Source: an optimization exercise on an open RTL-to-GDS flow (aim: small area, a short achievable clock period and few clock cycles). Production flows keep margins and buffers that such runs may drop. Function was checked by simulation only, so behaviour that the tests miss may differ from the original. No activity file was given, so power comes from the tool's default toggle rates.

### flow/design.v
`timescale 1ns / 1ps
module core(
	input CLK,
	input RST,
	output wire [31:0]  imem_addr,
	input       [31:0]  imem_data,
	output wire         dmem_read,
	output wire         dmem_write,
	output wire [31:0]  dmem_addr,
	output wire [31:0]  dmem_wdata,
	output wire [3:0]   dmem_mask,
	input       [31:0]  dmem_rdata
);
	reg  [31:2] pc_f;              
	reg  [31:0] ir;                
	reg  [31:2] pc_d;              
	reg         v_d;               
	reg  [31:1] s1, s2;            
	reg         x_v;               
	reg  [31:0] x_a, x_b, x_c;     
	reg  [4:0]  x_rd;
	reg         x_we, x_ld, x_st, x_br, x_jalr, x_link, x_pred;
	reg  [2:0]  x_f3;              
	reg  [2:0]  x_rsel;            
	reg  [5:0]  x_rdc;             
	reg         x_rj;
	reg         x_sub, x_sra;
	reg  [31:0] m_res;             
	reg  [31:0] m_wd;              
	reg  [3:0]  m_mask;
	reg  [4:0]  m_rd;
	reg         m_we, m_ld, m_st;
	reg  [2:0]  m_f3;
	reg  [31:0] rf [1:31];
	assign imem_addr = {pc_f, 2'b00};
	assign dmem_read  = m_ld;
	assign dmem_write = m_st;
	assign dmem_addr  = {m_res[31:2], 2'b00};
	assign dmem_wdata = m_wd;
	assign dmem_mask  = m_mask;
	wire [7:0]  ld_b = m_res[1] ? (m_res[0] ? dmem_rdata[31:24] : dmem_rdata[23:16])
	                            : (m_res[0] ? dmem_rdata[15:8]  : dmem_rdata[7:0]);
	wire [15:0] ld_h = m_res[1] ? dmem_rdata[31:16] : dmem_rdata[15:0];
	wire [31:0] ld_v = m_f3[1] ? dmem_rdata :
	                   m_f3[0] ? {{16{~m_f3[2] & ld_h[15]}}, ld_h} :
	                             {{24{~m_f3[2] & ld_b[7]}}, ld_b};
	wire [31:0] wb = m_ld ? ld_v : m_res;
	always @(posedge CLK) begin
		if (m_we) rf[m_rd] <= wb;
	end
	wire [4:0] rs1 = ir[19:15];
	wire [4:0] rs2 = ir[24:20];
	wire [4:0] rd  = ir[11:7];
	wire [2:0] f3  = ir[14:12];
	wire d_jal  = ir[6] & ir[3];
	wire d_jalr = ir[6] & ir[2] & ~ir[3];
	wire d_br   = ir[6] & ~ir[2];
	wire d_u    = ~ir[6] & ir[2];
	wire d_lui  = d_u & ir[5];
	wire d_alu  = ~ir[6] & ~ir[2] & ir[4];
	wire d_op   = d_alu & ir[5];
	wire d_mem  = ~ir[6] & ~ir[2] & ~ir[4];
	wire d_st   = d_mem & ir[5];
	wire d_ld   = d_mem & ~ir[5];
	wire use1 = ~d_u & ~d_jal;
	wire use2 = d_br | d_st | d_op;
	wire d_we = ~d_br & ~d_st & (rd != 5'd0);
	reg [31:0] rf1, rf2;
	integer k, q;
	always @(*) begin
		rf1 = 32'd0;
		rf2 = 32'd0;
		for (k = 1; k < 32; k = k + 1) begin
			if (s1[k]) rf1 = rf1 | rf[k];
			if (s2[k]) rf2 = rf2 | rf[k];
		end
	end
	wire [31:0] r1 = (m_we && !m_ld && m_rd == rs1) ? m_res : rf1;
	wire [31:0] r2 = (m_we && !m_ld && m_rd == rs2) ? m_res : rf2;
	wire x1 = x_v & x_we & (rs1 == x_rd);
	wire x2 = x_v & x_we & (rs2 == x_rd);
	wire l1 = m_ld & m_we & (rs1 == m_rd);
	wire l2 = m_ld & m_we & (rs2 == m_rd);
	wire [31:0] imm_b = d_u  ? {ir[31:12], 12'd0} :
	                    d_st ? {{20{ir[31]}}, ir[31:25], ir[11:7]} :
	                           {{20{ir[31]}}, ir[31:20]};
	wire [31:2] imm_t = d_jal ? {{12{ir[31]}}, ir[19:12], ir[20], ir[30:22]}
	                          : {{20{ir[31]}}, ir[7], ir[30:25], ir[11:9]};
	wire [31:2] tgt_d = pc_d + imm_t;
	wire d_pred = d_br & ir[31];
	wire ld_use = x_v & x_ld & x_we & ((use1 & rs1 == x_rd) | (use2 & rs2 == x_rd));
	wire stall  = v_d & ld_use;
	wire [31:0] xa = x_a;
	wire [31:0] xb = x_b;
	wire [31:0] xc = x_c;
	wire [31:0] bb  = x_sub ? ~xb : xb;
	wire [32:0] sum = {1'b0, xa} + {1'b0, bb} + {32'd0, x_sub};
	wire ltu = ~sum[32];
	wire lt  = (xa[31] ^ xb[31]) ? xa[31] : sum[31];
	wire eq  = (xa == xb);
	wire left = ~x_rsel[2];
	reg [31:0] a_rev, s_rev;
	integer j, j2;
	always @(*) for (j = 0; j < 32; j = j + 1) a_rev[j] = xa[31 - j];
	wire [31:0] s_in = left ? a_rev : xa;
	wire [32:0] s_ext = {x_sra & xa[31], s_in};
	wire [32:0] s_out = $signed(s_ext) >>> xb[4:0];
	always @(*) for (j2 = 0; j2 < 32; j2 = j2 + 1) s_rev[j2] = s_out[31 - j2];
	wire [31:0] shv = left ? s_rev : s_out[31:0];
	reg [31:0] res;
	always @(*) begin
		case (x_rsel)
			3'b000: res = sum[31:0];
			3'b001: res = shv;
			3'b010: res = {31'd0, lt};
			3'b011: res = {31'd0, ltu};
			3'b100: res = xa ^ xb;
			3'b101: res = shv;
			3'b110: res = xa | xb;
			default: res = xa & xb;
		endcase
		if (x_link) res = x_c;
	end
	wire redirect_x = x_rj | (x_rdc[0] & eq) | (x_rdc[1] & ~eq) | (x_rdc[2] & lt) |
	                  (x_rdc[3] & ~lt) | (x_rdc[4] & ltu) | (x_rdc[5] & ~ltu);
	wire [31:2] tgt_x = x_jalr ? sum[31:2] : x_c[31:2];
	wire redirect_d = v_d & (d_jal | d_pred) & ~stall & ~redirect_x;
	wire [1:0] lo = sum[1:0];
	wire [3:0] mask = x_f3[1] ? 4'b1111 :
	                  x_f3[0] ? (lo[1] ? 4'b1100 : 4'b0011) :
	                  (4'b0001 << lo);
	wire [31:0] wd = x_f3[1] ? xc : x_f3[0] ? {2{xc[15:0]}} : {4{xc[7:0]}};
	always @(posedge CLK or posedge RST) begin
		if (RST) begin
			pc_f <= 30'd0;
			v_d  <= 1'b0;
			x_v  <= 1'b0;
			x_rj <= 1'b0;
			x_rdc <= 6'b000000;
			m_we <= 1'b0;
			m_ld <= 1'b0;
			m_st <= 1'b0;
		end else begin
			if (redirect_x)      pc_f <= tgt_x;
			else if (stall)      pc_f <= pc_d;
			else if (redirect_d) pc_f <= tgt_d;
			else                 pc_f <= pc_f + 30'd1;
			v_d  <= ~(redirect_x | stall | redirect_d);
			x_v  <= v_d & ~stall & ~redirect_x;
			x_rj <= v_d & ~stall & ~redirect_x & d_jalr;
			x_rdc <= (v_d & ~stall & ~redirect_x & d_br) ?
			         ({f3[2] & f3[1], f3[2] & f3[1], f3[2] & ~f3[1], f3[2] & ~f3[1], ~f3[2], ~f3[2]} &
			          ((f3[0] ^ ir[31]) ? 6'b101010 : 6'b010101)) : 6'b000000;
			m_we <= x_v & x_we;
			m_ld <= x_v & x_ld;
			m_st <= x_v & x_st;
		end
	end
	always @(posedge CLK) begin
		ir   <= imem_data;
		for (q = 1; q < 32; q = q + 1) begin
			s1[q] <= (imem_data[19:15] == q);
			s2[q] <= (imem_data[24:20] == q);
		end
		pc_d <= pc_f;
		x_a    <= (use1 & x1) ? res : (use1 & l1) ? ld_v :
		          d_u ? (d_lui ? 32'd0 : {pc_d, 2'b00}) : r1;
		x_b    <= ((d_op | d_br) & x2) ? res : ((d_op | d_br) & l2) ? ld_v :
		          (d_op | d_br) ? r2 : imm_b;
		x_c    <= (d_st & x2) ? res : (d_st & l2) ? ld_v :
		          d_st ? r2 : ((d_br & ~ir[31]) ? {tgt_d, 2'b00} : {pc_f, 2'b00});
		x_rd   <= rd;
		x_we   <= d_we;
		x_ld   <= d_ld;
		x_st   <= d_st;
		x_br   <= d_br;
		x_jalr <= d_jalr;
		x_link <= d_jal | d_jalr;
		x_pred <= d_pred;
		x_f3   <= f3;
		x_rsel <= d_alu ? f3 : 3'b000;
		x_sub  <= d_br | (d_alu & f3[2:1] == 2'b01) | (d_op & f3 == 3'b000 & ir[30]);
		x_sra  <= ir[30];
		m_res  <= res;
		m_wd   <= wd;
		m_mask <= mask;
		m_rd   <= x_rd;
		m_f3   <= x_f3;
	end
endmodule
### flow/flow/run.sh
#!/bin/bash
# Standard ORFS layout; timing repair aims well below the clock period.
bash standard.sh SETUP_SLACK_MARGIN=8.8  finish > standard.log 2>&1
### flow/standard.sh
#!/bin/bash
# synth_recipe.tcl (not shown) runs the flow's synth.tcl, then flattens the netlist and writes it again
# the make line also repeats each setting of config.mk as NAME=value (left out here)
make -C /OpenROAD-flow-scripts/flow DESIGN_CONFIG=/design/flow/config.mk WORK_HOME=/design/flow/orfs CLKGATE_MAP_FILE= SYNTH_SCRIPT=/design/flow/synth_recipe.tcl "${@:-finish}"
### flow/config.mk
export PLATFORM = sky130hd
export DESIGN_NAME = core
export DESIGN_NICKNAME = core
export VERILOG_FILES = /design/flow/design.v
export SDC_FILE = /design/flow/constraint.sdc
export NUM_CORES = 8
export LEC_CHECK = 0
export CAP_MARGIN = 20
export CORE_MARGIN = 2
export CORE_UTILIZATION = 50
export CTS_CLUSTER_DIAMETER = 70
export CTS_CLUSTER_SIZE = 24
export SLEW_MARGIN = 20
### flow/constraint.sdc
create_clock -name core_clock -period 13.0 [get_ports {CLK}]
set_input_delay 2.6000 -clock core_clock [delete_from_list [all_inputs] [get_ports {CLK}]]
set_output_delay 2.6000 -clock core_clock [all_outputs]
set_load 0.01 [all_outputs]
==> results.py, run 1 <==
metrics = {
    "outcome": {
        "status": "no timing/DRC/antenna violations",
    },
    "cells_and_area": {
        "final_nets": 5767,
        "syn2layout_area_growth_pct": 13.8,
        "drive_gt1_share_pct": 15.5,
    },
    "synthesis": {
        "postSynthCellCount": 5481,
        "synthTopCellsByArea": "edfxtp_1 (46%), dfxtp_1 (9.7%), a22oi_1 (4.9%)",
        "synth_top_family_by_area": "compound AO/OA/AOI/OAI gates",
        "synth_edf_count": 992,
        "synth_warnings": 1,
        "synth.avg_cell_area_um2": 11.7,
        "muxShareOfSynthArea_pct": 3.78,
        "synth-simple-area-share_pct": 8.97,
        "synth_compound_area_share_pct": 21.6,
        "synth_fa_ha_area_share_pct": 2.49,
        "ys.flop_type": "edfxtp_1",
        "netlist_area_um2": 64300,
        "yosysUniqueCellTypes": 95,
        "yosysTopAreaCellShare_pct": 46.3,
        "synth-seq-cells": 1346,
        "ys_seq_area_share_pct": 57.7,
        "synth_xor_area_share_pct": 1.84,
        "synth_top_area_cell": "edfxtp_1",
        "ys_async_sr_fraction_pct": 3.12,
    },
    "detailed_routing": {
        "routed_wl_mm": 336,
        "first_pass_iters": 12,
        "drc": 0,
        "routed_via_density": 7.96,
        "ant_nets": 0,
        "vias": 58300,
        "first_iter_violations": 12700,
        "wl_per_cell_um": 45.9,
    },
    "critical_path": {
        "crit_type": "primary input to register",
        "reg2reg_depth": 14,
        "critical_path_required_ps": 13470,
        "r2r_end": "x_c[22]",
        "cp-start-kind": "primary input",
        "crit_slowest_cell": "clkdlybuf4s50_1",
        "worst_ep_arrival_time_ps": 4810,
        "cp-end-kind": "register",
        "crit_path_frequent_cell": "mux2_2",
        "cp_cell_sequence": "clkdlybuf4s50_1, mux2_2, a22oi_1, o21ai_0, mux2_2",
        "critical_path.max_fanout": 31,
        "timing.rr.start": "x_sub",
        "max_stage_delay_ps": 750,
        "rrSetupSlack_ps": 8760,
    },
    "job": {
        "max_cap_viol_count": 0,
    },
    "worst_hold_path": {
        "min-delay-start": "x_f3[2]",
        "hp-class": "register to register",
        "hold_path_depth": 0,
        "hold_end": "m_f3[2]",
    },
    "pwr": {
        "power.total_mw": 13.6,
        "power.clock.fraction_pct": 24.4,
        "vdd_ir_drop_max_mv": 0.136,
        "p_leak_nw": 25.2,
        "seqPwrFrac_pct": 44.5,
        "p_per_area_nw_per_um2": 186,
        "p_sw_share_pct": 38.6,
        "internal_power_mw": 8.36,
        "combPwrFrac_pct": 31.1,
        "p_switching_mw": 5.26,
    },
    "global_route": {
        "grt_pass1_wl_mm": 445,
        "overflow": 0,
        "grt_pass1_vias": 52800,
        "grt_use_total_pct": 49.6,
        "grt_max_degree": 65,
        "antenna_found_initial": 25,
    },
    "timing": {
        "rsz0062_at_grt": "yes",
        "hold_violations": 0,
        "fin_crit_sh_pct": 33.4,
        "relSlewSlack_pct": 10.9,
        "tns_ps": 0,
        "max_freq_mhz": 230,
        "period_minus_slack_ps": 4350,
        "setup_viol": 0,
        "worst_slew_pin_slew_ps": 1330,
        "clock_skew_ps": 37.5,
        "finalMaxSlewViolations": 0,
    },
    "die": {
        "core_um2": 128000,
        "initial_core_util_pct": 50.4,
        "dieArea_um2": 132000,
        "die_w_um": 363,
        "placementRows": 131,
        "io_pins": 168,
        "die_y_um": 363,
    },
    "cts": {
        "clkLatencyLatePin_ps": 770,
        "cts_sinks": 1346,
        "cts_tree": "done",
        "clockBufferDepth": 3,
        "cts-htree-levels": 3,
        "ctsHoldBuffers": 0,
        "cts_root_buf": "clkbuf_16",
        "cts_buffers": 92,
        "clk_pin_slew_ps": 100,
    },
    "placed_design": {
        "routabilityCongestion": 1.08,
        "post-dp-hpwl_mm": 203,
        "portBuffers": 161,
    },
}
==> layout by cell type (no fill, tap or decap), drive strengths merged, types with 21 or more instances in the layout <==
cell type / netlist / final
edfxtp: 992 / 992
a22oi: 423 / 423
nor2: 373 / 373
nand2: 326 / 326
a21oi: 308 / 318
dfxtp: 312 / 312
a221oi: 280 / 280
a22o: 255 / 255
buf: 117 / 254
o21ai: 225 / 225
inv: 116 / 159
nand4: 146 / 146
nor3: 134 / 134
ha: 125 / 125
nand3: 119 / 119
clkbuf: 317 / 109
dlygate4sd2: 0 / 99
xor2: 78 / 78
o211ai: 74 / 74
mux2: 65 / 65
mux2i: 65 / 65
a222oi: 64 / 64
clkdlybuf4s50: 0 / 60
xnor2: 57 / 57
a21o: 49 / 49
a211oi: 46 / 46
mux4: 44 / 44
dfrtp: 42 / 42
and3: 25 / 25
nand2b: 24 / 24
a31oi: 22 / 22
o22ai: 22 / 22
nor4: 21 / 21
==> through the flow <==
step | utilization [%] | hold slack (ps) | worst slack, ps | instances | instance area, um^2
2_1_floorplan | - | 310 | 8810 | 5484 | 64500
3_3_place_gp | 53.3 | 315 | 7000 | 7053 | 68000
3_5_place_dp | 53.3 | 313 | 7010 | 7053 | 68000
4_1_cts | 56.6 | 352 | 8770 | 7273 | 72200
5_1_grt | 57.3 | 359 | 8710 | 7313 | 73200
6_report | 57.4 | 355 | 8650 | 7326 | 73200
==> worst max-delay path by stage <==
stage	slack [ps]	start	to
after global placement	7000	dmem_rdata[23]	rf[18][26]
after global routing	8710	dmem_rdata[31]	x_c[27]
final	8650	dmem_rdata[25]	rf[2][1]
after detailed placement	7010	dmem_rdata[7]	rf[26][26]
after CTS	8770	x_sub	pc_f[28]
after floorplan	8810	dmem_rdata[23]	rf[10][18]
==> cell type report <==
| type | instances | area [um^2] |
|---|---|---|
| well taps | 1662 | 2080 |
| inverters | 119 | 454 |
| clock inverters | 66 | 881 |
| repair buffers | 418 | 3590 |
| fillers | 10700 | 54500 |
| diodes | 14 | 35.0 |
| repair inverters | 1 | 5.00 |
| clock buffers | 104 | 2450 |
| multi-input cells | 3596 | 26400 |
| flip-flops and latches | 1346 | 37300 |
==> sequential cells by signal (all words and copies together) (netlist names), 6 cells and up <==
signal / count
m_res: 32
x_a: 32
x_b: 32
s2: 31
x_c: 32
x_rdc: 6
m_wd: 32
pc_d: 30
s1: 31
rf: 992
ir: 30
pc_f: 30
==> power by group through the flow <==
stage / clock network (mW) / logic, mW / registers [mW]
2_1_floorplan: 0 / 2.14 / 5.78
3_3_place_gp: 0 / 3.67 / 6.12
3_5_place_dp: 0 / 3.69 / 6.12
4_1_cts: 3.30 / 3.86 / 5.99
5_1_grt: 3.46 / 4.37 / 6.04
6_report: 3.33 / 4.24 / 6.06
==> cells in the mapped netlist (78+ instances only) <==
master    count
a21oi_1     308
a221oi_1    279
a22o_1      255
a22oi_1     423
clkbuf_1    316
dfxtp_1     312
edfxtp_1    992
ha_1        125
inv_1       115
nand2_1     326
nand3_1     118
nand4_1     146
nor2_1      373
nor3_1      134
o21ai_0     219
xor2_1       78
==> worst max-delay path: cells and delay by family <==
kind / cells / cell delay [ps]
compound gates: 2 / 450
mux: 2 / 970
buf+inv: 1 / 750
==> timing repair <==
action	in CTS	in global routing
setup buffers	41	31
resized for setup	274	117
pin swaps	16	31
setup endpoints to repair	997	437
gates cloned	9	5
hold endpoints to repair	0	0
==> kinds of logic (layout without fill, tap and decap cells) <==
| group | count (synthesis) | after routing |
|---|---|---|
| flops | 1346 | 1346 |
| simple gates | 1243 | 1244 |
| mux | 174 | 174 |
| fa+ha+maj | 127 | 127 |
| other cells | 1 | 18 |
| compound gates | 1902 | 1912 |
| buf+inv | 553 | 708 |
| xor+xnor | 135 | 135 |
==> metal layers <==
layer / track usage (%) / up-vias / part of all wire, %
li1: - / 22100 / -
met1: 60.2 / 28200 / 33
met2: 70.2 / 6244 / 41
met3: 18.5 / 1749 / 16
met4: 41.0 / 26 / 11
met5: 0 / - / 0.14
Testbench counts, summed over its fixed seeds: cycles 19,814.
==> run 2: changes to the inputs <==
==> flow/flow/run.sh (replaced) <==
#!/bin/bash
# Standard ORFS layout; timing repair aims well below the clock period.
bash standard.sh SETUP_SLACK_MARGIN=9.1  finish > standard.log 2>&1
==> run 2 against run 1 <==
Count of clock-buffer cells in the layout is 6 lower. Fmax is 1.6% higher. Combinational power is 11% higher. Hold slack worse by 20 ps. Power is 2.5% higher. Die area stayed put. Critical path depth is 4 higher. Synthesized area stayed put. Register-to-register slack worse by 40 ps. Sequential share of layout area is 0.78 points lower. Sequential power hardly changed.
==> results.py, run 2 <==
metrics = {
    "global_route": {
        "grt_pass1_vias": 53800,
        "antenna_found_initial": 22,
        "grt_use_total_pct": 51.0,
        "overflow": 0,
        "grt_pass1_wl_mm": 456,
        "grt_max_degree": 65,
    },
    "synthesis": {
        "synth_edf_count": 992,
        "synth_warnings": 1,
        "synthTopCellsByArea": "edfxtp_1 (46%), dfxtp_1 (9.7%), a22oi_1 (4.9%)",
        "postSynthCellCount": 5481,
        "synth_top_area_cell": "edfxtp_1",
        "synth_commonest_cells": "edfxtp_1 (992), a22oi_1 (423), nor2_1 (373), nand2_1 (326), clkbuf_1 (316)",
        "synth.avg_cell_area_um2": 11.7,
        "netlist_area_um2": 64300,
        "synth-seq-cells": 1346,
        "post-synth-top-count-cell": "edfxtp_1",
        "ys.flop_type": "edfxtp_1",
        "yosysUniqueCellTypes": 95,
        "ys_seq_area_share_pct": 57.7,
        "ys_async_sr_fraction_pct": 3.12,
        "yosysTopAreaCellShare_pct": 46.3,
    },
    "timing": {
        "relSlewSlack_pct": 9.26,
        "finalMaxSlewViolations": 0,
        "setup_viol": 0,
        "tns_ps": 0,
        "rsz0062_at_grt": "yes",
        "period_minus_slack_ps": 4280,
        "fin_crit_sh_pct": 32.9,
        "hold_violations": 0,
        "max_freq_mhz": 234,
        "worst_slew_pin_slew_ps": 1350,
        "clock_skew_ps": 66.2,
    },
    "critical_path": {
        "cp-start-kind": "register",
        "critical_path_required_ps": 13620,
        "reg2reg_depth": 9,
        "critical_path.max_fanout": 17,
        "crit_type": "register to register",
        "max_stage_delay_ps": 1090,
        "crit_family": "compound AO/OA/AOI/OAI gates",
        "r2r_end": "x_b[13]",
        "critical_path.startpoint": "s2[27]",
        "timing.rr.start": "s2[27]",
        "crit_slowest_cell": "nor3_1",
        "worst-path-buf-inv": 1,
        "worst_ep_arrival_time_ps": 4890,
        "crit_end": "x_b[13]",
        "cp_cell_sequence": "buf_4, a22o_1, a221oi_1, nand4_1, nor3_1, a21oi_1, o21ai_0, a221oi_2, a21o_1",
        "cp.depth": 9,
        "rrSetupSlack_ps": 8720,
        "cp-end-kind": "register",
    },
    "placed_design": {
        "dp_cells": 7030,
        "portBuffers": 161,
        "post-dp-hpwl_mm": 200,
        "routabilityCongestion": 1.11,
    },
    "die": {
        "die_y_um": 363,
        "initial_core_util_pct": 50.4,
        "die_w_um": 363,
        "core_um2": 128000,
        "dieArea_um2": 132000,
        "io_pins": 168,
        "placementRows": 131,
    },
    "pwr": {
        "vdd_ir_drop_max_mv": 0.168,
        "combPwrFrac_pct": 33.8,
        "p_leak_nw": 25.6,
        "p_per_area_nw_per_um2": 187,
        "internal_power_mw": 8.52,
        "p_switching_mw": 5.45,
        "power.clock.fraction_pct": 22.7,
        "seqPwrFrac_pct": 43.6,
        "p_sw_share_pct": 39.0,
    },
    "cts": {
        "cts_root_buf": "clkbuf_16",
        "cts-htree-levels": 3,
        "clockBufferDepth": 3,
        "clk_pin_slew_ps": 90,
        "clkLatencyLatePin_ps": 790,
        "cts_tree": "done",
        "cts_sinks": 1346,
        "cts_buffers": 91,
    },
    "detailed_routing": {
        "first_pass_iters": 13,
        "routed_via_density": 8.05,
        "vias": 59400,
        "routed_wl_mm": 344,
        "wl_per_cell_um": 46.7,
        "drc": 0,
        "first_iter_violations": 13300,
        "ant_nets": 0,
    },
    "cells_and_area": {
        "layout.cells.most_common": "edfxtp_1",
        "syn2layout_area_growth_pct": 16.0,
        "final_nets": 5821,
        "largest_register": "rf",
        "stdcell_count": 7380,
        "n_fill_cell": 10700,
        "drive_gt1_share_pct": 19.9,
        "largest_register_ffs": 992,
        "final_cell_mix": "edfxtp_1 (992), a22oi_1 (420), nor2_1 (335)",
    },
    "outcome": {
        "status": "no timing/DRC/antenna violations",
    },
    "worst_hold_path": {
        "min-delay-start": "x_f3[2]",
        "hold_path_depth": 0,
        "hp-class": "register to register",
    },
    "job": {
        "max_cap_viol_count": 0,
    },
}
-- run 2: layer usage --
layer	GRT usage, %	share of wire (%)	up-vias
met2	70.5	40	6516
met1	60.9	32	28600
met4	40.1	11	18
li1	-	-	22200
met5	0	0.074	-
met3	23.9	17	2016
-- run 2: logic make-up after synthesis --
family	share of synthesized area (%)
XOR/XNOR	1.84
flip-flops	57.7
AO/OA/AOI/OAI	21.6
multiplexers	3.78
buffers and inverters	3.64
adder cells (fa/ha/maj)	2.49
other	0.00583
AND/OR/NAND/NOR	8.97
-- run 2: worst min-delay path by stage --
stage | endpoint | slack (ps)
2_1_floorplan | m_f3[2] | 310
3_3_place_gp | m_f3[2] | 320
3_5_place_dp | m_f3[2] | 320
4_1_cts | m_f3[2] | 340
5_1_grt | m_f3[2] | 350
6_report | m_f3[2] | 340
-- run 2: layout make-up --
cell class	instances	area, um^2	area share [%]
sequential	1346	37400	50.2
timing repair inverter	1	5.00	0.00671
inverter	119	475	0.637
multi-input combinational	3609	27200	36.5
antenna	21	52.6	0.0704
timing repair buffer	460	4250	5.70
clock buffer	98	2370	3.18
clock inverter	64	746	1.00
tap	1662	2080	2.79
-- run 2: power groups by stage --
stage	sequential (mW)	clock, mW	combinational (mW)
2_1_floorplan	5.78	0	2.16
3_3_place_gp	6.15	0	3.62
3_5_place_dp	6.15	0	3.65
4_1_cts	6.02	3.13	4.21
5_1_grt	6.06	3.30	4.84
6_report	6.09	3.17	4.72
-- run 2: worst reg2reg max path: stages, from the launching register on --
cell	delay, ps
dfxtp_2	660
buf_4	490
a22o_1	300
a221oi_1	270
nand4_1	130
nor3_1	1090
a21oi_1	500
o21ai_0	330
a221oi_2	90
a21o_1	260
-- run 2: stage by stage --
step	setup WS, ps	power (mW)	area [um^2]	utilization, %	hold slack (ps)
finish	8720	14.0	74600	58.4	336
global route	8940	14.2	74600	58.4	352
CTS	9010	13.4	73500	57.5	337
detailed placement	7340	9.80	68000	53.3	320
global placement	7380	9.77	68000	53.3	316
floorplan	8850	7.95	64700	-	310
-- run 2: timing repair --
item,4_1_cts,5_1_grt
hold buffers,0,0
setup endpoints to repair,1253,431
pin swaps,31,34
setup buffers,101,29
gates cloned,29,6
gates resized for setup,730,195
==> run 3: changes to the inputs <==
==> flow/flow/run.sh (replaced) <==
#!/bin/bash
# Standard ORFS layout; timing repair aims well below the clock period.
bash standard.sh SETUP_SLACK_MARGIN=9.0  finish > standard.log 2>&1
--- a/flow/config.mk
+++ b/flow/config.mk
@@ -9,3 +9,3 @@
 export CORE_MARGIN = 2
-export CORE_UTILIZATION = 50
+export CORE_UTILIZATION = 56
 export CTS_CLUSTER_DIAMETER = 70
==> run 3 against run 2 <==
Die area shrank 11%. Sequential power is essentially flat. Final area is essentially flat. Synthesized cell count is the same. Synthesized area is the same. Hold slack is essentially flat. Critical path depth grew 4. Count of clock-buffer cells in the layout shrank 4. Power shrank 1.4%. Clock power shrank 5%.
==> results.py, run 3 <==
metrics = {
    "timing": {
        "postLayoutSetupSlackWorst_ps": 8890,
        "finalMaxSlewViolations": 0,
        "setup_viol": 0,
        "hold_ws_ps": 336,
        "rsz0062_at_grt": "yes",
        "worst_slew_pin_slew_ps": 1400,
        "clock_skew_ps": 68.9,
        "relSlewSlack_pct": 6.00,
        "hold_violations": 0,
        "tns_ps": 0,
        "period_minus_slack_ps": 4110,
        "fin_crit_sh_pct": 31.6,
        "max_freq_mhz": 243,
    },
    "pwr": {
        "power.total_mw": 13.8,
        "vdd_ir_drop_max_mv": 0.147,
        "p_leak_nw": 25.7,
        "p_per_area_nw_per_um2": 184,
    },
    "critical_path": {
        "crit_end": "x_b[18]",
        "worst_ep_arrival_time_ps": 4760,
        "cp-start-kind": "register",
        "r2r_end": "x_b[18]",
        "timing.rr.start": "x_sub",
        "crit_family": "compound AO/OA/AOI/OAI gates",
        "critical_path_required_ps": 13650,
        "crit_type": "register to register",
        "crit_slowest_cell": "o211ai_1",
        "cp_cell_sequence": "bufbuf_16, xor2_1, ha_1, nand4_1, nor3_2, o211ai_1, a41oi_2, buf_4, xor2_1, a22oi_1, o211ai_1, nor2_1, nor2_1",
        "critical_path.startpoint": "x_sub",
        "worst-path-buf-inv": 2,
        "rrSetupSlack_ps": 8890,
        "reg2reg_depth": 13,
        "critical_path.max_fanout": 8,
        "cp-end-kind": "register",
        "cp.depth": 13,
        "max_stage_delay_ps": 640,
    },
    "cts": {
        "cts_buffers": 83,
        "cts_root_buf": "clkbuf_16",
        "clockBufferDepth": 3,
        "cts_tree": "done",
        "cts_sinks": 1346,
        "ctsHoldBuffers": 0,
        "clkLatencyLatePin_ps": 740,
        "cts-htree-levels": 3,
        "clk_pin_slew_ps": 90,
    },
    "synthesis": {
        "synth_fa_ha_area_share_pct": 2.49,
        "synth_top_family_by_area": "compound AO/OA/AOI/OAI gates",
        "synth_warnings": 1,
        "ys_seq_area_share_pct": 57.7,
        "synth_commonest_cells": "edfxtp_1 (992), a22oi_1 (423), nor2_1 (373), nand2_1 (326), clkbuf_1 (316)",
        "synth_edf_count": 992,
        "synthTopCellsByArea": "edfxtp_1 (46%), dfxtp_1 (9.7%), a22oi_1 (4.9%)",
        "synth_compound_area_share_pct": 21.6,
        "post-synth-top-count-cell": "edfxtp_1",
        "synth.avg_cell_area_um2": 11.7,
        "ys_async_sr_fraction_pct": 3.12,
        "synth-seq-cells": 1346,
        "yosysTopAreaCellShare_pct": 46.3,
        "synth_xor_area_share_pct": 1.84,
        "netlist_area_um2": 64300,
        "yosysUniqueCellTypes": 95,
        "ys.flop_type": "edfxtp_1",
        "synth_top_area_cell": "edfxtp_1",
        "muxShareOfSynthArea_pct": 3.78,
        "synth-simple-area-share_pct": 8.97,
        "postSynthCellCount": 5481,
    },
    "cells_and_area": {
        "layout.cells.most_common": "edfxtp_1",
        "stdcell_count": 7236,
        "n_fill_cell": 8824,
        "largest_register": "rf",
        "seqCellArea_um2": 37400,
        "largest_register_ffs": 992,
        "final_nets": 5842,
        "final_cell_mix": "edfxtp_1 (992), a22oi_1 (421), nor2_1 (333)",
        "drive_gt1_share_pct": 18.3,
        "multi_input_area_um2": 27200,
        "syn2layout_area_growth_pct": 16.1,
    },
    "die": {
        "dieArea_um2": 118000,
        "placementRows": 124,
        "initial_core_util_pct": 56.3,
        "core_um2": 114000,
        "io_pins": 168,
        "die_w_um": 343,
        "die_y_um": 343,
    },
    "detailed_routing": {
        "routed_wl_mm": 332,
        "drc": 0,
        "wl_per_cell_um": 45.9,
        "first_pass_iters": 14,
        "ant_nets": 0,
        "routed_via_density": 8.21,
        "first_iter_violations": 13700,
        "vias": 59400,
    },
    "outcome": {
        "status": "no timing/DRC/antenna violations",
    },
    "global_route": {
        "antenna_found_initial": 19,
        "grt_busiest_layer": "met2",
        "overflow": 0,
        "grt_pass1_vias": 54300,
        "grt_max_degree": 65,
        "use_met1_pct": 63.8,
        "met2_usage_pct": 75.6,
        "grt_use_total_pct": 54.6,
        "grt_pass1_wl_mm": 440,
        "grt_use_met3_pct": 25.9,
    },
    "placed_design": {
        "post-place-ws_ps": 7530,
        "post-dp-hpwl_mm": 194,
        "dp_cells": 6892,
        "portBuffers": 161,
        "routabilityCongestion": 1.08,
    },
    "worst_hold_path": {
        "min-delay-start": "x_f3[2]",
        "hp-class": "register to register",
    },
    "job": {
        "max_cap_viol_count": 0,
    },
}
-- run 3: how the worst min path moves through the flow --
stage / to / slack [ps] / cells past startpoint
floorplan: m_f3[2] / 310 / 0
global placement: m_f3[2] / 310 / 0
detailed placement: m_f3[2] / 320 / 0
CTS: m_f3[2] / 330 / 0
global route: m_f3[2] / 340 / 0
finish: m_f3[2] / 340 / 0
-- run 3: layout make-up --
cell class / count / area share [%]
timing repair inverter: 1 / 0.00670
multi-input combinational: 3605 / 36.4
sequential: 1346 / 50.1
antenna: 17 / 0.0570
clock inverter: 49 / 0.915
clock buffer: 94 / 2.87
inverter: 119 / 0.635
tap: 1512 / 2.53
timing repair buffer: 493 / 6.46
-- run 3: layer usage --
layer	wire [um]	share of wire (%)
met1	103000	31
met3	59100	18
met2	132000	40
met5	566	0.17
met4	38100	11
-- run 3: logic make-up (layout without fill, tap and decap cells) --
kind of cell | after synthesis | after routing
AO/OA/AOI/OAI | 1902 | 1916
flip-flops | 1346 | 1346
AND/OR/NAND/NOR | 1243 | 1243
buffers and inverters | 553 | 756
multiplexers | 174 | 180
XOR/XNOR | 135 | 135
adder cells (fa/ha/maj) | 127 | 127
other | 1 | 21
-- run 3: through the flow --
stage	area [um^2]	util, %
2_1_floorplan	64800	-
3_3_place_gp	68000	59.5
3_5_place_dp	68000	59.5
4_1_cts	73000	63.9
6_report	74600	65.4
5_1_grt	74600	65.3
-- run 3: worst register-to-register path, cell delays in order, from the launching register on --
cell and delay [ps]:
dfxtp_4 410, bufbuf_16 310, xor2_1 160, ha_1 440, nand4_1 200, nor3_2 310, o211ai_1 220, a41oi_2 280
buf_4 170, xor2_1 490, a22oi_1 150, o211ai_1 640, nor2_1 110, nor2_1 170
-- run 3: what timing repair did --
item | in CTS | in global routing
resized for setup | 479 | 185
gates cloned | 27 | 9
setup buffers | 79 | 69
pin swaps | 36 | 58
setup endpoints to repair | 1207 | 466
-- run 3: where the power goes --
part	total (mW)	internal [mW]	switching [mW]
registers	6.06	5.45	0.608
clock network	3.00	1.34	1.65
logic	4.71	1.64	3.07
==> run 4: changes to the inputs <==
--- a/flow/config.mk
+++ b/flow/config.mk
@@ -9,3 +9,3 @@
 export CORE_MARGIN = 2
-export CORE_UTILIZATION = 56
+export CORE_UTILIZATION = 50
 export CTS_CLUSTER_DIAMETER = 70
@@ -13 +13,2 @@
 export SLEW_MARGIN = 20
+export TNS_END_PERCENT = 40
==> run 4 against run 3 <==
Synthesized area is the same. First-iteration DRC count shrank 8.8%. Global-route usage is 4.9 points lower. Still clean on timing, DRC and antenna. Largest cell class unchanged. Final cell count rose by 1.8%.
==> results.py, run 4 <==
metrics = {
    "critical_path": {
        "crit_family": "compound AO/OA/AOI/OAI gates",
        "worst_ep_arrival_time_ps": 4920,
        "timing.rr.start": "x_b[6]",
        "critical_path_required_ps": 13610,
        "cp-start-kind": "primary input",
        "worst-path-buf-inv": 1,
        "cp_cell_sequence": "clkdlybuf4s50_1, mux2_2, a22oi_1, o21ai_0, a21oi_1, a2bb2oi_2, o2bb2ai_1",
        "crit_type": "primary input to register",
        "reg2reg_depth": 12,
        "critical_path.max_fanout": 3,
        "max_stage_delay_ps": 660,
        "critical_path.startpoint": "dmem_rdata[11]",
        "crit_slowest_cell": "clkdlybuf4s50_1",
        "cp-end-kind": "register",
        "cp.depth": 7,
    },
    "synthesis": {
        "post-synth-top-count-cell": "edfxtp_1",
        "ys_seq_area_share_pct": 57.7,
        "yosysUniqueCellTypes": 95,
        "synth_warnings": 1,
        "ys_async_sr_fraction_pct": 3.12,
        "ys.flop_type": "edfxtp_1",
        "synth_commonest_cells": "edfxtp_1 (992), a22oi_1 (423), nor2_1 (373), nand2_1 (326), clkbuf_1 (316)",
        "postSynthCellCount": 5481,
        "synth_edf_count": 992,
        "synthTopCellsByArea": "edfxtp_1 (46%), dfxtp_1 (9.7%), a22oi_1 (4.9%)",
        "netlist_area_um2": 64300,
        "yosysTopAreaCellShare_pct": 46.3,
        "synth_top_area_cell": "edfxtp_1",
        "synth.avg_cell_area_um2": 11.7,
        "synth-seq-cells": 1346,
    },
    "cts": {
        "clk_pin_slew_ps": 90,
        "cts_sinks": 1346,
        "clkLatencyLatePin_ps": 760,
        "cts_tree": "done",
        "clockBufferDepth": 3,
        "cts_buffers": 90,
        "cts_root_buf": "clkbuf_16",
        "cts-htree-levels": 3,
    },
    "timing": {
        "clock_skew_ps": 52.0,
        "max_freq_mhz": 232,
        "tns_ps": 0,
        "rsz0062_at_grt": "yes",
        "period_minus_slack_ps": 4310,
        "setup_viol": 0,
        "relSlewSlack_pct": 12.1,
        "hold_violations": 0,
        "worst_slew_pin_slew_ps": 1310,
        "fin_crit_sh_pct": 33.1,
        "finalMaxSlewViolations": 0,
    },
    "detailed_routing": {
        "routed_via_density": 8.00,
        "routed_wl_mm": 338,
        "ant_nets": 0,
        "first_iter_violations": 12500,
        "vias": 58900,
        "wl_per_cell_um": 45.9,
        "drc": 0,
        "first_pass_iters": 13,
    },
    "global_route": {
        "grt_max_degree": 65,
        "grt_pass1_wl_mm": 446,
        "grt_pass1_vias": 53400,
        "grt_use_total_pct": 49.6,
        "antenna_found_initial": 25,
        "overflow": 0,
    },
    "die": {
        "io_pins": 168,
        "initial_core_util_pct": 50.4,
        "dieArea_um2": 132000,
        "die_y_um": 363,
        "placementRows": 131,
        "die_w_um": 363,
        "core_um2": 128000,
    },
    "job": {
        "max_cap_viol_count": 0,
    },
    "placed_design": {
        "post-dp-hpwl_mm": 200,
        "routabilityCongestion": 1.08,
        "portBuffers": 161,
    },
    "cells_and_area": {
        "final_nets": 5804,
        "largest_register": "rf",
        "seqCellArea_um2": 37400,
        "syn2layout_area_growth_pct": 15.5,
        "final_cell_mix": "edfxtp_1 (992), a22oi_1 (422), nor2_1 (335)",
        "n_fill_cell": 10600,
        "layout.cells.most_common": "edfxtp_1",
        "multi_input_area_um2": 26800,
        "drive_gt1_share_pct": 17.0,
        "final_util_pct": 58.2,
        "largest_register_ffs": 992,
    },
    "worst_hold_path": {
        "hp-class": "register to register",
        "min-delay-start": "x_f3[2]",
        "hold_path_depth": 0,
    },
    "pwr": {
        "p_leak_nw": 25.6,
        "vdd_ir_drop_max_mv": 0.143,
        "p_per_area_nw_per_um2": 186,
    },
    "outcome": {
        "status": "no timing/DRC/antenna violations",
    },
}
-- run 4: cell families (layout without fill, tap and decap cells) --
group,count (synthesis),after routing,synth area share [%]
simple gates,1243,1243,8.97
fa+ha+maj,127,127,2.49
flops,1346,1346,57.7
xor+xnor,135,135,1.84
mux,174,175,3.78
other cells,1,23,0.00583
buf+inv,553,739,3.64
compound gates,1902,1915,21.6
-- run 4: layout make-up --
type	instances	area share, %
sequential	1346	50.3
multi-input combinational	3599	36.0
timing repair buffer	455	5.84
clock buffer	102	3.20
tap	1662	2.80
clock inverter	63	1.15
inverter	119	0.615
antenna	19	0.0640
-- run 4: worst paths after layout --
check | to | slack [ps]
setup reg to reg | x_c[15] | 8820
max in group asynchronous | m_ld | 10090
setup / recovery | x_b[3] | 8690
hold reg to reg | m_f3[2] | 360
hold / removal | m_f3[2] | 360
min in group asynchronous | pc_f[31] | 2320
-- run 4: metal layers --
| metal | track usage [%] | vias to the layer above | wire length [um] |
|---|---|---|---|
| met5 | 1.04 | - | 457 |
| met4 | 41.3 | 16 | 37300 |
| met3 | 21.3 | 1985 | 56100 |
| met2 | 70.1 | 6327 | 136000 |
| met1 | 58.3 | 28400 | 108000 |
| li1 | - | 22100 | - |
-- run 4: repair_timing --
action / CTS / global route
setup buffers: 69 / 37
cloned: 14 / 10
hold buffers: 0 / 0
resized for setup: 364 / 116
endpoints found under the setup margin: 1155 / 937
pin swaps: 41 / 44
-- run 4: power by group --
group | leakage [nW] | switching, mW | internal, mW | total (mW)
clock network | 1.57 | 1.75 | 1.50 | 3.26
logic | 11.9 | 2.91 | 1.56 | 4.47
registers | 12.1 | 0.647 | 5.45 | 6.10
-- run 4: per-stage QoR --
| step | cells | hold slack, ps | worst slack [ps] | area, um^2 | power, mW |
|---|---|---|---|---|---|
| 6_report | 7365 | 356 | 8690 | 74300 | 13.8 |
| 5_1_grt | 7351 | 356 | 8750 | 74300 | 14.0 |
| 4_1_cts | 7295 | 354 | 8730 | 73200 | 13.3 |
| 3_5_place_dp | 7047 | 319 | 7160 | 68100 | 9.78 |
| 3_3_place_gp | 7047 | 315 | 7190 | 68100 | 9.75 |
| 2_1_floorplan | 5484 | 310 | 8690 | 64600 | 7.93 |
==> run 5: changes to the inputs <==
--- a/flow/config.mk
+++ b/flow/config.mk
@@ -13,2 +13,2 @@
 export SLEW_MARGIN = 20
-export TNS_END_PERCENT = 40
+export TNS_END_PERCENT = 10
==> run 5 against run 4 <==
Power shrank 2.1%. Synthesized cell count is the same. Critical path type unchanged. Largest power group unchanged. Critical path depth is the same. Register-to-register slack lost 100 ps. Still clean on timing, DRC and antenna.
==> results.py, run 5 <==
metrics = {
    "synthesis": {
        "postSynthCellCount": 5481,
        "yosysTopAreaCellShare_pct": 46.3,
        "ys.flop_type": "edfxtp_1",
        "synth-seq-cells": 1346,
        "synth.avg_cell_area_um2": 11.7,
        "netlist_area_um2": 64300,
        "synth_top_area_cell": "edfxtp_1",
        "yosysUniqueCellTypes": 95,
        "post-synth-top-count-cell": "edfxtp_1",
        "synth_commonest_cells": "edfxtp_1 (992), a22oi_1 (423), nor2_1 (373), nand2_1 (326), clkbuf_1 (316)",
        "ys_seq_area_share_pct": 57.7,
        "synth_edf_count": 992,
        "synth_warnings": 1,
        "ys_async_sr_fraction_pct": 3.12,
        "synthTopCellsByArea": "edfxtp_1 (46%), dfxtp_1 (9.7%), a22oi_1 (4.9%)",
    },
    "detailed_routing": {
        "routed_via_density": 8.00,
        "routed_wl_mm": 338,
        "wl_met2_mm": 135,
        "drc": 0,
        "top_layer": "met5",
        "first_iter_violations": 12800,
        "wl_per_cell_um": 46.3,
        "vias": 58300,
        "met1Wirelength_mm": 109,
        "ant_nets": 0,
        "wl_met3_mm": 57.3,
        "first_pass_iters": 12,
    },
    "placed_design": {
        "routabilityCongestion": 1.07,
        "placed_cell_area_um2": 68000,
        "post-dp-hpwl_mm": 198,
        "dp_cells": 7040,
        "portBuffers": 161,
        "post-place-ws_ps": 7360,
    },
    "cells_and_area": {
        "drive_gt1_share_pct": 15.1,
        "final_nets": 5734,
        "stdcell_area_um2": 73000,
        "largest_register": "rf",
        "layout.cells.most_common": "edfxtp_1",
        "n_fill_cell": 10700,
        "final_util_pct": 57.1,
        "largest_register_ffs": 992,
        "final_cell_mix": "edfxtp_1 (992), a22oi_1 (423), nor2_1 (338)",
        "syn2layout_area_growth_pct": 13.4,
        "stdcell_count": 7289,
    },
    "pwr": {
        "combPwrFrac_pct": 31.2,
        "seqPwrFrac_pct": 45.0,
        "p_switching_mw": 5.26,
        "p_per_area_nw_per_um2": 185,
        "power.clock.fraction_pct": 23.8,
        "internal_power_mw": 8.28,
        "p_sw_share_pct": 38.9,
        "p_leak_nw": 25.0,
        "vdd_ir_drop_max_mv": 0.113,
    },
    "die": {
        "initial_core_util_pct": 50.4,
        "io_pins": 168,
        "dieArea_um2": 132000,
        "placementRows": 131,
        "core_um2": 128000,
        "die_y_um": 363,
        "die_w_um": 363,
    },
    "critical_path": {
        "r2r_end": "x_c[23]",
        "critical_path_required_ps": 13580,
        "rrSetupSlack_ps": 8720,
        "worst_ep_arrival_time_ps": 4890,
        "crit_type": "primary input to register",
        "critical_path.max_fanout": 3,
        "timing.rr.start": "x_sub",
        "reg2reg_depth": 13,
        "cp-start-kind": "primary input",
        "cp-end-kind": "register",
    },
    "timing": {
        "worst_slew_pin_slew_ps": 1340,
        "hold_violations": 0,
        "rsz0062_at_grt": "yes",
        "relSlewSlack_pct": 10.3,
        "postLayoutSetupSlackWorst_ps": 8690,
        "clock_skew_ps": 75.8,
        "period_minus_slack_ps": 4310,
        "max_freq_mhz": 232,
        "setup_viol": 0,
        "fin_crit_sh_pct": 33.1,
        "finalMaxSlewViolations": 0,
        "tns_ps": 0,
    },
    "worst_hold_path": {
        "hp-class": "register to register",
        "hold_path_depth": 0,
        "min-delay-start": "x_f3[2]",
        "hold_end": "m_f3[2]",
    },
    "global_route": {
        "overflow": 0,
        "grt_use_total_pct": 50.0,
        "grt_max_degree": 65,
        "grt_pass1_wl_mm": 448,
        "antenna_found_initial": 22,
        "grt_pass1_vias": 52800,
    },
    "cts": {
        "cts-htree-levels": 3,
        "cts_tree": "done",
        "clockBufferDepth": 3,
        "clk_pin_slew_ps": 100,
        "cts_root_buf": "clkbuf_16",
        "clkLatencyLatePin_ps": 810,
        "cts_buffers": 92,
        "cts_sinks": 1346,
    },
    "job": {
        "max_cap_viol_count": 0,
    },
    "outcome": {
        "status": "no timing/DRC/antenna violations",
    },
}
==> run 5: layout make-up <==
| class | count | area [um^2] | area share, % |
|---|---|---|---|
| antenna | 13 | 32.5 | 0.0446 |
| sequential | 1346 | 37300 | 51.1 |
| inverter | 119 | 465 | 0.638 |
| tap | 1662 | 2080 | 2.85 |
| timing repair buffer | 385 | 3540 | 4.86 |
| clock inverter | 68 | 843 | 1.16 |
| timing repair inverter | 1 | 5.00 | 0.00686 |
| multi-input combinational | 3596 | 26300 | 36.1 |
| clock buffer | 99 | 2370 | 3.25 |
==> run 5: kinds of logic after synthesis <==
logic type	count (synthesis)	synth area share [%]
DFF	1346	57.7
xor gates and xnor gates	135	1.84
adders and majority gates	127	2.49
muxes	174	3.78
AOI/OAI and AO/OA	1902	21.6
buffers and inverters	553	3.64
and+or+nand+nor	1243	8.97
other	1	0.00583
==> run 5: what timing repair did <==
item / CTS / global route
setup buffers: 44 / 5
gates resized for setup: 304 / 69
endpoints found under the setup margin: 1153 / 949
cloned: 18 / 0
pin swaps: 29 / 14
hold buffers: 0 / 0
==> run 5: worst max-delay path by stage <==
stage | slack (ps) | to | from
floorplan | 8690 | rf[10][13] | dmem_rdata[31]
global placement | 7070 | rf[18][26] | dmem_rdata[31]
detailed placement | 7360 | rf[15][15] | dmem_rdata[31]
CTS | 8740 | dmem_wdata[14] | m_wd[14]
global route | 8730 | dmem_wdata[10] | m_wd[10]
finish | 8690 | x_b[3] | dmem_rdata[27]
==> run 5: power by group through the flow <==
stage / clock, mW / combinational (mW) / sequential, mW
3_5_place_dp: 0 / 3.64 / 6.13
5_1_grt: 3.36 / 4.33 / 6.06
3_3_place_gp: 0 / 3.62 / 6.13
2_1_floorplan: 0 / 2.13 / 5.78
6_report: 3.22 / 4.22 / 6.09
4_1_cts: 3.20 / 3.90 / 6.02
==> run 5: through the flow <==
step	power [mW]	hold WS, ps
floorplan	7.92	310
global placement	9.75	316
detailed placement	9.77	316
CTS	13.1	332
global route	13.7	330
finish	13.5	330
==> run 5: critical path, stage by stage <==
cell and delay (ps):
clkdlybuf4s50_1 680, mux2_2 250, a22oi_1 90, o21ai_1 370, a21oi_1 150, a2bb2oi_2 370
o2bb2ai_1 380
==> run 5: routing by layer <==
metal	track usage, %	up-vias
li1	-	22000
met1	59.9	27900
met2	69.8	6394
met3	21.8	1963
met4	39.3	30
met5	1.66	-
==> run 6: changes to the inputs <==
--- a/flow/config.mk
+++ b/flow/config.mk
@@ -13,2 +13 @@
 export SLEW_MARGIN = 20
-export TNS_END_PERCENT = 10
==> run 6 against run 5 <==
Count of clock-buffer cells in the layout rose by 1. Combinational power grew about 10%. Critical path depth grew 4. Core utilization grew 1.3 points. Global-route usage grew 1.0 points. Die area stayed put. Synthesized area unchanged. Setup slack better by 250 ps. Synthesized cell count unchanged. First-iteration DRC count fell by 3.8%. Largest power group unchanged.
==> results.py, run 6 <==
metrics = {
    "outcome": {
        "status": "no timing/DRC/antenna violations",
    },
    "global_route": {
        "antenna_found_initial": 24,
        "overflow": 0,
        "grt_pass1_wl_mm": 455,
        "grt_use_total_pct": 51.0,
        "grt_max_degree": 65,
        "grt_pass1_vias": 53500,
    },
    "cells_and_area": {
        "seqCellArea_um2": 37400,
        "syn2layout_area_growth_pct": 15.9,
        "largest_register": "rf",
        "layout.cells.most_common": "edfxtp_1",
        "stdcell_count": 7376,
        "largest_register_ffs": 992,
        "final_cell_mix": "edfxtp_1 (992), a22oi_1 (422), nor2_1 (336)",
        "drive_gt1_share_pct": 18.6,
        "multi_input_area_um2": 27100,
        "final_nets": 5817,
        "n_fill_cell": 10600,
    },
    "critical_path": {
        "critical_path.startpoint": "x_b[0]",
        "timing.rr.start": "x_b[0]",
        "critical_path.max_fanout": 16,
        "cp-end-kind": "register",
        "cp-start-kind": "register",
        "crit_end": "x_a[2]",
        "rrSetupSlack_ps": 8950,
        "reg2reg_depth": 11,
        "critical_path_required_ps": 13580,
        "r2r_end": "x_a[2]",
        "worst_ep_arrival_time_ps": 4630,
        "crit_type": "register to register",
    },
    "die": {
        "io_pins": 168,
        "dieArea_um2": 132000,
        "die_y_um": 363,
        "core_um2": 128000,
        "placementRows": 131,
        "initial_core_util_pct": 50.4,
        "die_w_um": 363,
    },
    "pwr": {
        "seqPwrFrac_pct": 43.4,
        "internal_power_mw": 8.56,
        "p_switching_mw": 5.43,
        "p_sw_share_pct": 38.8,
        "p_leak_nw": 25.7,
        "power.clock.fraction_pct": 23.4,
        "vdd_ir_drop_max_mv": 0.148,
        "p_per_area_nw_per_um2": 188,
        "combPwrFrac_pct": 33.2,
    },
    "synthesis": {
        "ys.flop_type": "edfxtp_1",
        "yosysTopAreaCellShare_pct": 46.3,
        "synth_commonest_cells": "edfxtp_1 (992), a22oi_1 (423), nor2_1 (373), nand2_1 (326), clkbuf_1 (316)",
        "synth-seq-cells": 1346,
        "ys_async_sr_fraction_pct": 3.12,
        "synth_warnings": 1,
        "synth_top_area_cell": "edfxtp_1",
        "synth_edf_count": 992,
        "ys_seq_area_share_pct": 57.7,
        "synth.avg_cell_area_um2": 11.7,
        "synthTopCellsByArea": "edfxtp_1 (46%), dfxtp_1 (9.7%), a22oi_1 (4.9%)",
        "postSynthCellCount": 5481,
        "post-synth-top-count-cell": "edfxtp_1",
        "netlist_area_um2": 64300,
        "yosysUniqueCellTypes": 95,
    },
    "timing": {
        "finalMaxSlewViolations": 0,
        "postLayoutSetupSlackWorst_ps": 8950,
        "setup_viol": 0,
        "clock_skew_ps": 71.6,
        "rsz0062_at_grt": "yes",
        "period_minus_slack_ps": 4050,
        "relSlewSlack_pct": 9.23,
        "tns_ps": 0,
        "fin_crit_sh_pct": 31.2,
        "hold_violations": 0,
        "max_freq_mhz": 247,
        "worst_slew_pin_slew_ps": 1350,
        "hold_ws_ps": 338,
    },
    "cts": {
        "cts_buffers": 89,
        "cts_tree": "done",
        "clk_pin_slew_ps": 100,
        "cts_sinks": 1346,
        "clkLatencyLatePin_ps": 800,
        "cts-htree-levels": 3,
        "clockBufferDepth": 3,
        "cts_root_buf": "clkbuf_16",
    },
    "placed_design": {
        "routabilityCongestion": 1.05,
        "dp_cells": 7033,
        "post-place-ws_ps": 7500,
        "post-dp-hpwl_mm": 206,
        "portBuffers": 161,
    },
    "detailed_routing": {
        "drc": 0,
        "first_iter_violations": 12300,
        "wl_per_cell_um": 46.8,
        "first_pass_iters": 12,
        "vias": 58700,
        "routed_wl_mm": 345,
        "ant_nets": 0,
        "routed_via_density": 7.96,
    },
    "worst_hold_path": {
        "min-delay-start": "x_f3[2]",
        "hp-class": "register to register",
    },
    "job": {
        "max_cap_viol_count": 0,
    },
}
[run 6: worst min path at each step]
| stage | endpoint | slack, ps | depth (start not counted) |
|---|---|---|---|
| 2_1_floorplan | m_f3[2] | 310 | 0 |
| 3_3_place_gp | m_f3[2] | 310 | 0 |
| 3_5_place_dp | m_f3[2] | 320 | 0 |
| 4_1_cts | m_f3[2] | 330 | 0 |
| 5_1_grt | m_f3[2] | 340 | 0 |
| 6_report | m_f3[2] | 340 | 0 |
[run 6: worst max-delay path, cell delays in order, from the launching register on]
cell and delay [ps]:
dfxtp_4 420, buf_12 180, buf_4 130, mux4_1 600
mux4_2 520, mux2i_1 220, a221o_1 400, o211ai_1 120
a22oi_1 880, inv_1 140, nand2_1 90, o21ai_0 120
[run 6: power by group through the flow]
| stage | Sequential [mW] | Combinational (mW) | Clock (mW) |
|---|---|---|---|
| 2_1_floorplan | 5.78 | 2.16 | 0 |
| 3_3_place_gp | 6.16 | 3.70 | 0 |
| 3_5_place_dp | 6.16 | 3.72 | 0 |
| 4_1_cts | 6.01 | 4.17 | 3.25 |
| 5_1_grt | 6.05 | 4.76 | 3.40 |
| 6_report | 6.08 | 4.64 | 3.27 |
[run 6: kinds of logic (layout without fill, tap and decap cells)]
logic type / count (synthesis) / in the layout / share of synthesized area [%]
xor gates and xnor gates: 135 / 135 / 1.84
AOI/OAI and AO/OA: 1902 / 1916 / 21.6
and+or+nand+nor: 1243 / 1244 / 8.97
other: 1 / 23 / 0.00583
DFF: 1346 / 1346 / 57.7
adders and majority gates: 127 / 127 / 2.49
buffers and inverters: 553 / 744 / 3.64
muxes: 174 / 179 / 3.78
[run 6: timing repair]
item,in CTS,in global routing
gates resized for setup,512,194
setup endpoints to repair,1203,633
pin swaps,34,41
cloned,25,6
hold endpoints to repair,0,0
hold buffers,0,0
buffers inserted,83,47
[run 6: per-layer routing]
metal  up-vias  part of all wire, %  wire length (um)  global-route usage [%]
met5         -                 0.17               575                   0.111
met4        30                   11             37000                    41.4
met3      1881                   16             55800                    21.8
met2      6341                   41            140000                    72.1
met1     28300                   32            112000                    60.3
li1      22200                    -                 -                       -
[run 6: cell type report]
class                           instances  area share, %
Timing Repair Buffer                  462           5.65
Inverter                              119          0.643
Sequential cell                      1346           50.1
Clock inverter                         62           1.17
Tap cell                             1662           2.79
Antenna cell                           19         0.0638
Timing Repair inverter                  1        0.00671
Multi-Input combinational cell       3605           36.3
Clock buffer                          100           3.23
[run 6: stage by stage]
step,power (mW),cell area (um^2),util [%]
final,14.0,74600,58.4
after global routing,14.2,74500,58.4
after CTS,13.4,73300,57.4
after detailed placement,9.88,68100,53.3
after global placement,9.86,68100,53.3
after floorplan,7.94,64800,-
==> run 7: changes to the inputs <==
--- a/flow/config.mk
+++ b/flow/config.mk
@@ -12,2 +12,3 @@
 export CTS_CLUSTER_SIZE = 24
+export PLACE_DENSITY = 0.72
 export SLEW_MARGIN = 20
==> run 7 against run 6 <==
Now fails the layout checks on max-capacitance violations. Clock skew fell by 6.8 ps. Via count rose by 3.6%. Clock power fell by 5%. Sequential power rose by 1%. Final cell count fell by 0.18%. Die area did not move. Largest cell class unchanged. Highest routed layer unchanged.
==> results.py, run 7 <==
metrics = {
    "outcome": {
        "status": "finished with violations",
        "checkFailReasons": "max-capacitance violations",
    },
    "cts": {
        "ctsHoldBuffers": 0,
        "cts_tree": "done",
        "cts-htree-levels": 3,
        "cts_sinks": 1346,
        "cts_root_buf": "clkbuf_16",
        "clk_pin_slew_ps": 90,
        "clkLatencyLatePin_ps": 820,
        "cts_buffers": 87,
        "clockBufferDepth": 3,
    },
    "synthesis": {
        "synth-seq-cells": 1346,
        "ys_async_sr_fraction_pct": 3.12,
        "netlist_area_um2": 64300,
        "synth.avg_cell_area_um2": 11.7,
        "yosysUniqueCellTypes": 95,
        "post-synth-top-count-cell": "edfxtp_1",
        "yosysTopAreaCellShare_pct": 46.3,
        "synth_edf_count": 992,
        "synth_warnings": 1,
        "ys.flop_type": "edfxtp_1",
        "synth_commonest_cells": "edfxtp_1 (992), a22oi_1 (423), nor2_1 (373), nand2_1 (326), clkbuf_1 (316)",
        "synthTopCellsByArea": "edfxtp_1 (46%), dfxtp_1 (9.7%), a22oi_1 (4.9%)",
        "ys_seq_area_share_pct": 57.7,
        "postSynthCellCount": 5481,
        "synth_top_area_cell": "edfxtp_1",
    },
    "global_route": {
        "grt_pass1_wl_mm": 439,
        "overflow": 0,
        "grt_use_total_pct": 48.4,
        "grt_max_degree": 65,
        "antenna_found_initial": 24,
        "grt_pass1_vias": 55000,
    },
    "pwr": {
        "p_per_area_nw_per_um2": 186,
        "seqPwrFrac_pct": 44.7,
        "p_switching_mw": 5.39,
        "vdd_ir_drop_max_mv": 0.123,
        "power.clock.fraction_pct": 22.7,
        "internal_power_mw": 8.37,
        "p_sw_share_pct": 39.2,
        "power.total_mw": 13.8,
        "combPwrFrac_pct": 32.7,
        "p_leak_nw": 25.4,
    },
    "die": {
        "core_um2": 128000,
        "placementRows": 131,
        "io_pins": 168,
        "initial_core_util_pct": 50.4,
        "die_w_um": 363,
        "die_y_um": 363,
        "dieArea_um2": 132000,
    },
    "timing": {
        "rsz0062_at_grt": "yes",
        "hold_violations": 0,
        "finalMaxSlewViolations": 2,
        "relSlewSlack_pct": -1.01,
        "setup_viol": 0,
        "max_freq_mhz": 238,
        "tns_ps": 0,
        "worst_slew_pin_slew_ps": 1500,
        "clock_skew_ps": 64.8,
        "period_minus_slack_ps": 4190,
        "fin_crit_sh_pct": 32.3,
        "postLayoutSetupSlackWorst_ps": 8810,
    },
    "critical_path": {
        "critical_path_required_ps": 13570,
        "crit_slowest_cell": "clkdlybuf4s50_1",
        "cp-end-kind": "register",
        "max_stage_delay_ps": 780,
        "cp_cell_sequence": "clkdlybuf4s50_1, mux2_2, a22oi_1, o21ai_0, mux2_4",
        "cp-start-kind": "primary input",
        "reg2reg_depth": 14,
        "critical_path.max_fanout": 31,
        "crit_type": "primary input to register",
        "worst_ep_arrival_time_ps": 4760,
    },
    "cells_and_area": {
        "layout.cells.most_common": "edfxtp_1",
        "syn2layout_area_growth_pct": 14.7,
        "final_cell_mix": "edfxtp_1 (992), a22oi_1 (422), nor2_1 (334)",
        "final_nets": 5801,
        "drive_gt1_share_pct": 17.3,
        "stdcell_area_um2": 73800,
        "largest_register": "rf",
        "largest_register_ffs": 992,
    },
    "detailed_routing": {
        "drc": 0,
        "routed_wl_mm": 330,
        "first_iter_violations": 16500,
        "ant_nets": 0,
        "routed_via_density": 8.26,
        "wl_per_cell_um": 44.8,
        "first_pass_iters": 17,
        "vias": 60800,
    },
    "placed_design": {
        "post-place-ws_ps": 7490,
        "portBuffers": 161,
        "routabilityCongestion": 1.17,
        "placed_cell_area_um2": 68100,
        "post-dp-hpwl_mm": 195,
    },
    "worst_hold_path": {
        "hold_path_depth": 0,
        "hp-class": "register to register",
    },
    "job": {
        "max_cap_viol_count": 1,
    },
}
run 7: cell types whose count changed in the layout (fill, tap and decap cells not counted), moves of 9 or more:
cell,change
clkinv_4,-11
buf_6,+20
a21oi_1,+12
dfxtp_2,-11
a21oi_4,-9
dfxtp_1,+15
buf_2,-11
run 7: final timing paths:
kind | from | endpoint | slack, ps
min reg2reg | x_f3[2] | m_f3[2] | 340
max reg2reg | x_sub | x_b[7] | 8910
min in group asynchronous | RST | x_rdc[2] | 2320
max | dmem_rdata[12] | rf[30][4] | 8810
min | x_f3[2] | m_f3[2] | 340
max in group asynchronous | RST | m_ld | 10120
run 7: layout make-up:
class | count | area (um^2)
well taps | 1662 | 2080
repair inverters | 1 | 5.00
clock buffers | 102 | 2310
multi-input cells | 3602 | 26700
diodes | 26 | 65.1
inverters | 119 | 474
fillers | 10200 | 53900
clock inverters | 54 | 749
repair buffers | 451 | 4050
flip-flops and latches | 1346 | 37400
run 7: metal layers:
metal  routed length (um)  track usage [%]
met1               101000             56.5
met2               122000             62.2
met3                68200             28.9
met4                38300             40.4
met5                  652             2.07
run 7: power groups by stage:
stage / clock, mW / combinational [mW] / sequential (mW)
2_1_floorplan: 0 / 2.16 / 5.78
3_3_place_gp: 0 / 3.53 / 6.17
3_5_place_dp: 0 / 3.58 / 6.18
4_1_cts: 3.07 / 3.99 / 6.04
5_1_grt: 3.23 / 4.56 / 6.09
6_report: 3.12 / 4.49 / 6.15
run 7: worst max-delay path, delay by kind of cell:
kind	cells	cell delay, ps
multiplexers	2	790
AO/OA/AOI/OAI	2	550
buffers and inverters	1	780
run 7: kinds of logic after synthesis:
logic type | Yosys count | share of synthesized area [%]
compound gates | 1902 | 21.6
flops | 1346 | 57.7
simple gates | 1243 | 8.97
buf+inv | 553 | 3.64
mux | 174 | 3.78
xor+xnor | 135 | 1.84
fa+ha+maj | 127 | 2.49
other cells | 1 | 0.00583
run 7: repair_timing:
action / in CTS / in global routing
gates resized for setup: 523 / 140
endpoints found under the setup margin: 1233 / 561
gates cloned: 24 / 3
pin swaps: 30 / 29
setup buffers: 80 / 48
run 7: stage by stage:
| stage | hold WS [ps] | utilization [%] | cells |
|---|---|---|---|
| 2_1_floorplan | 310 | - | 5484 |
| 3_3_place_gp | 313 | 53.3 | 7025 |
| 3_5_place_dp | 314 | 53.3 | 7025 |
| 4_1_cts | 336 | 57.1 | 7285 |
| 5_1_grt | 342 | 57.8 | 7343 |
| 6_report | 337 | 57.8 | 7363 |

==> afterwards: timing with drivers on the ports <==
The flow's constraints put no driver on any port. The routed layouts listed below were extracted and timed again, unchanged, in two steps. Step 1 assumes that a clkbuf_16 drives the clock port and a buf_2 every other input. Step 2 adds t to the input delays and takes it off the output delays; t is the mean of the earliest and latest rising clock arrival at the registers after step 1. Input paths then give back, and output paths get back, about the clock's delay inside the block. Three values: no drivers, after step 1, after step 2; two values: the first two.
run	t, ns	setup slack, ns	worst register clock-pin slew, ns
run 1	0.829	8.653 / 8.699 / 7.870	0.10 / 0.10
run 2	0.842	8.721 / 8.721 / 8.203	0.10 / 0.10
run 3	0.787	8.889 / 8.889 / 8.166	0.10 / 0.10
run 4	0.819	8.692 / 8.695 / 7.920	0.10 / 0.10
run 5	0.849	8.695 / 8.677 / 7.899	0.10 / 0.10
run 6	0.848	8.945 / 8.903 / 8.176	0.10 / 0.10
run 7	0.862	8.805 / 8.858 / 7.996	0.10 / 0.10
For run 7, which loses most, drivers alone change the setup slack by +0.053 ns; drivers and shift together by -0.809 ns.
